Source: an optimization exercise on an open RTL-to-GDS flow (aim: small area and a short achievable clock period). Production flows keep margins and buffers that such runs may drop. No run shown here included a check of the RTL's function; only the layout flow was run. Power figures rest on the tool's default switching activity, not on a simulated workload.

==> flow/design.v, too long to show whole: its modules and the start of the top module <==
// module FP16_mcl: 1236 lines
module FP16_mcl(
    input [15:0] data1,
    input [15:0] data2,
    input rst,
    input input_valid,
    input clk,
    output reg [15:0] datanew,
    output reg output_update
    );
  // ...
==> flow/flow/run.sh <==
#!/bin/bash
# The standard layout, with the port buffers made from the smallest buffer cell.
bash standard.sh 'BUFFER_PORTS_ARGS=-buffer_cell sky130_fd_sc_hd__buf_1' finish > standard.log 2>&1
==> flow/standard.sh <==
#!/bin/bash
# synth_recipe.tcl (not shown) runs the flow's synth.tcl, then flattens the netlist and writes it again
# the make line also repeats each setting of config.mk as NAME=value (left out here)
make -C /OpenROAD-flow-scripts/flow DESIGN_CONFIG=/design/flow/config.mk WORK_HOME=/design/flow/orfs CLKGATE_MAP_FILE= SYNTH_SCRIPT=/design/flow/synth_recipe.tcl "${@:-finish}"
==> flow/config.mk <==
export PLATFORM = sky130hd
export DESIGN_NAME = FP16_mcl
export DESIGN_NICKNAME = FP16_mcl
export VERILOG_FILES = /design/flow/design.v
export SDC_FILE = /design/flow/constraint.sdc
export NUM_CORES = 4
export LEC_CHECK = 0
export ABC_AREA = 1
export CAP_MARGIN = 20
export CORE_MARGIN = 2
export CORE_UTILIZATION = 60
export CTS_BUF_LIST = sky130_fd_sc_hd__clkbuf_4 sky130_fd_sc_hd__clkbuf_8
export SETUP_SLACK_MARGIN = 3.4
export SLEW_MARGIN = 20
==> flow/constraint.sdc <==
create_clock -name core_clock -period 5.5 [get_ports {clk}]
set_input_delay 1.1000 -clock core_clock [delete_from_list [all_inputs] [get_ports {clk}]]
set_output_delay 1.1000 -clock core_clock [all_outputs]
set_load 0.01 [all_outputs]
==> results.sh, run 1 <==
export IMPL_outcome="no timing/DRC/antenna violations"
export IMPL_timing_rr_start="fs_1_13_8_r2"
export IMPL_synth_edf_count=0
export IMPL_seq_power_share=0.407
export IMPL_initial_utilization=0.613
export IMPL_grt_pass1_wl_mm=28.1
export IMPL_clock_sinks=191
export IMPL_cp_max_fo=1
export IMPL_multi_input_gates=569
export IMPL_synth_largest_area_cell="dfxtp_1"
export IMPL_criticalPathCategory="flip-flop to output port"
export IMPL_largest_reg_flops=16
export IMPL_power_top_consumer="combinational cells"
export IMPL_cts_resized=5
export IMPL_skew_ns=0.0147
export IMPL_tns_ns=0
export IMPL_place_area_sq_um=8820
export IMPL_maxCapViolations=0
export IMPL_ys_dominant_reg_cell="dfxtp_1"
export IMPL_regToRegSetupSlack_ns=3.47
export IMPL_grt_max_degree=22
export IMPL_peakVddDrop_mv=0.236
export IMPL_clock_power_w=0.000844
export IMPL_area_growth_syn_to_layout_pct=10.8
export IMPL_hold_path_depth=0
export IMPL_antenna_found_initial=0
export IMPL_wl_met3_microns=764
export IMPL_stdcell_area_sq_um=9390
export IMPL_seq_power_w=0.00198
export IMPL_antenna_left=0
==> run 2, diff against run 1 <==
--- a/flow/config.mk
+++ b/flow/config.mk
@@ -12,3 +12,3 @@
 export CTS_BUF_LIST = sky130_fd_sc_hd__clkbuf_4 sky130_fd_sc_hd__clkbuf_8
-export SETUP_SLACK_MARGIN = 3.4
+export SETUP_SLACK_MARGIN = 3.25
 export SLEW_MARGIN = 20
==> run 2 against run 1 <==
Compared with the run above:
- register-to-register slack worse by 0.07 ns
- area after synthesis did not move
- count of clock-buffer cells in the layout unchanged
- sequential power barely moved
- cell count decreased by 0.60%
- worst hold slack better by 0.00074 ns
- cell area shrank 1.7%
- critical path depth grew 16
- flip-flop and latch count stayed put
- first-iteration DRC count increased by 5.8%
- power decreased by 3.0%
- critical path type is now flip-flop to flip-flop
- critical endpoint is now datanew[3]
- largest cell class unchanged
==> results.sh, run 2 <==
export IMPL_synth_edf_count=0
export IMPL_wl_met2_mm=7.83
export IMPL_vias=6065
export IMPL_rsz0062_at_grt="yes"
export IMPL_drive_above_1_share=0.0657
export IMPL_reg_largest_list="datanew (16), vld (3)"
export IMPL_peakVddDrop_mv=0.233
export IMPL_drtIter0Drc=366
export IMPL_p_sw_w=0.00187
export IMPL_ios=52
export IMPL_insertion_delay_ns=0.46
export IMPL_crit_family="simple AND/OR/NAND/NOR gates"
export IMPL_skew_ns=0.0132
export IMPL_critPathBufInv=2
export IMPL_finalSetupViolCount=0
export IMPL_regToRegSetupSlack_ns=3.40
export IMPL_timing_rr_end="datanew[3]"
export IMPL_crit_chain="nand2_1 -> inv_1 -> nand2_1 -> nand2_1 -> nand2_1 -> nand2_1 -> nand2_1 -> nand2_4 -> nand3_4 -> nand2_2 -> inv_1 -> ha_1 -> nor2_1 -> xor2_1 -> o21ai_0 -> nand2_1 -> nand2_1"
export IMPL_synth_avg_cell_area_sq_um=9.36
export IMPL_postLayoutCoreUtil=0.668
export IMPL_seq_area_frac_synth=0.453
export IMPL_fp_dieW_microns=123
export IMPL_synth_top_cell_area_share=0.441
export IMPL_wl_met3_microns=909
export IMPL_cts_tree="built"
export IMPL_area_growth_syn_to_layout_pct=8.87
export IMPL_synth_net_count=1037
export IMPL_nNetsFinal=1092
export IMPL_finalCritPeriodShare=0.382
export IMPL_antenna_found_initial=0
export IMPL_grt_max_degree=22
export IMPL_critPathLaunchType="flip-flop"
export IMPL_layout_cells_non_filler=1154
export IMPL_initial_utilization=0.613
export IMPL_wl_met1_mm=7.29
export IMPL_hold_path_depth=0
export IMPL_num_rows=43
export IMPL_grt_pass1_vias=5940
export IMPL_fin_total_pwr_w=0.00472
export IMPL_hold_violations=0
export IMPL_grt_usage=0.239
export IMPL_ys_top_cells_by_area="dfxtp_1 (44%), fa_1 (11%), ha_1 (7.5%)"
export IMPL_max_freq_mhz=477
export IMPL_netlist_area_sq_um=8480
export IMPL_dp_cells=1119
export IMPL_maxCapViolations=0
export IMPL_cts_root_buf="clkbuf_8"
export IMPL_wl_per_cell_microns=14.5
export IMPL_cp_max_fo=7
export IMPL_slew_headroom=0.447
export IMPL_holdPathEnd="z9_0_r3"
export IMPL_hp_start="z9_0_r2"
export IMPL_largest_reg_flops=16
export IMPL_hold_class="flip-flop to flip-flop"
export IMPL_worst_pin_slew_ns=0.828
export IMPL_die_h_microns=123
export IMPL_leakage_nw=4.44
export IMPL_grt_pass1_wl_mm=27.9
export IMPL_layout_commonest_cell="dfxtp_1"
export IMPL_regMostFlops="datanew"
export IMPL_wl_mm=16.7
export IMPL_holdBufCountCts=0
export IMPL_drc=0
export IMPL_critPathArrivalTime_ns=2.45
export IMPL_reg2regPathDepth=17
export IMPL_die_area_sq_um=15100
export IMPL_clk_pin_slew_ns=0.10
export IMPL_crit_path_end_kind="flip-flop"
export IMPL_combPwrFrac=0.408
export IMPL_slowest_delay_ns=0.35
export IMPL_io_buffer_count=51
export IMPL_htreeDepth=4
export IMPL_ys_ff_latch=191
export IMPL_outcome="no timing/DRC/antenna violations"
export IMPL_clkPwrFrac=0.178
export IMPL_cts_buffer_depth=2
export IMPL_timing_rr_start="p3_r3"
export IMPL_worst_hold_slack_ns=0.333
export IMPL_n_antenna_cell=0
export IMPL_antenna_left=0
export IMPL_overflow=0
export IMPL_yosys_warnings=1
export IMPL_cts_inserted_buffers=17
export IMPL_synth_most_common_cell="dfxtp_1"
export IMPL_clock_sinks=191
export IMPL_report_final_slew_viol_count=0
export IMPL_place_hpwl_mm=13.1
export IMPL_switching_share=0.396
export IMPL_top_layer="met4"
export IMPL_tns_ns=0
export IMPL_final_cell_mix="dfxtp_1 (187), nand2_1 (156), inv_1 (114)"
export IMPL_first_pass_iters=5
export IMPL_synth_cells=906
export IMPL_seq_power_share=0.413
export IMPL_ys_dominant_reg_cell="dfxtp_1"
export IMPL_min_period_ns=2.10
export IMPL_routabilityCongestion=0.882
export IMPL_powerDensity_nw_per_um2=512
export IMPL_async_flop_share=0.0209
export IMPL_core_area_sq_um=13800
export IMPL_detail_route_vias_per_cell=5.26
export IMPL_internal_power_w=0.00285
export IMPL_synthDistinctLibCells=39
export IMPL_cpMostUsedCell="nand2_1"
export IMPL_worst_ep_required_time_ns=5.85
export IMPL_criticalPathCategory="flip-flop to flip-flop"
export IMPL_slowest_stage="dfxtp_1"
export IMPL_synth_largest_area_cell="dfxtp_1"
export IMPL_synth_cells_most_frequent="dfxtp_1 (187), nand2_1 (160), inv_1 (114)"
-- run 2: logic make-up after synthesis --
group,after synthesis,share of synthesized area
DFF,191,0.453
and+or+nand+nor,287,0.147
xor gates and xnor gates,70,0.0723
AOI/OAI and AO/OA,116,0.0795
adders and majority gates,96,0.181
buffers and inverters,146,0.0664
-- run 2: worst max-delay path by stage --
stage,end,cells after the start,from,slack [ns]
finish,datanew[3],17,p3_r3,3.40
global route,datanew[3],16,p3_r3,3.18
CTS,datanew[10],6,es5_r3,3.31
detailed placement,datanew[10],6,es5_r3,3.32
global placement,datanew[10],6,es5_r3,3.33
floorplan,up12_r3,4,fs_1_12_6_r2,3.54
-- run 2: per-layer routing --
metal / vias to the layer above / GRT usage
met5: - / 0
met4: 0 / 0.119
met3: 51 / 0.0521
met2: 219 / 0.389
met1: 2780 / 0.302
li1: 3015 / -
-- run 2: final cells by class --
class                      instances  area, sq um
sequential                       191         3840
clock inverter                    13          124
clock buffer                      19          249
multi-input combinational        569         4100
inverter                         128          480
timing repair buffer              54          214
fill                            1161         4590
tap                              180          225
-- run 2: repair_timing --
action,CTS,global route
endpoints found under the setup margin,0,15
resized for setup,0,7
buffers inserted,0,3
-- run 2: through the flow --
stage / instance area [sq um] / worst slack, ns
after global routing: 9230 / 3.18
after floorplan: 8480 / 3.54
after detailed placement: 8820 / 3.32
after global placement: 8820 / 3.33
after CTS: 9190 / 3.31
final: 9230 / 3.40
-- run 2: power by group through the flow --
| stage | sequential [W] | combinational (W) | clock [W] |
|---|---|---|---|
| 2_1_floorplan | 0.00196 | 0.00139 | 0 |
| 3_3_place_gp | 0.00198 | 0.00181 | 0 |
| 3_5_place_dp | 0.00199 | 0.00187 | 0 |
| 4_1_cts | 0.00195 | 0.00189 | 0.000866 |
| 5_1_grt | 0.00200 | 0.00226 | 0.000923 |
| 6_report | 0.00195 | 0.00193 | 0.000843 |

## re-timing with driven ports
The results above use ideal ports. As a check the final layouts listed here were re-extracted and re-timed, cells and wires unchanged. Step 1 sets driving cells, clkbuf_16 on the clock port and buf_2 on the other inputs (assumed; they add their load-dependent delay and slew). Step 2 times the ports against the registers' clock, not the clock port: input delays grow and output delays shrink by t, the midpoint of the rising clock arrivals with the driver on. Slacks: ideal / step 1 / step 2; pairs: ideal / step 1.
run | t (ns) | slack for setup (ns) | worst hold slack (ns) | worst setup path after step 2 | slew at the worst register clock pin (ns)
run 1 | 0.494 | 3.444 / 3.406 / 3.370 | 0.332 / 0.332 / 0.332 | input to register | 0.10 / 0.10
run 2 | 0.493 | 3.401 / 3.401 / 3.374 | 0.333 / 0.333 / 0.333 | input to register | 0.10 / 0.10
After both steps every run listed still meets setup and hold. For run 1, which loses most, drivers alone change the setup slack by -0.038 ns; drivers and shift together by -0.074 ns.
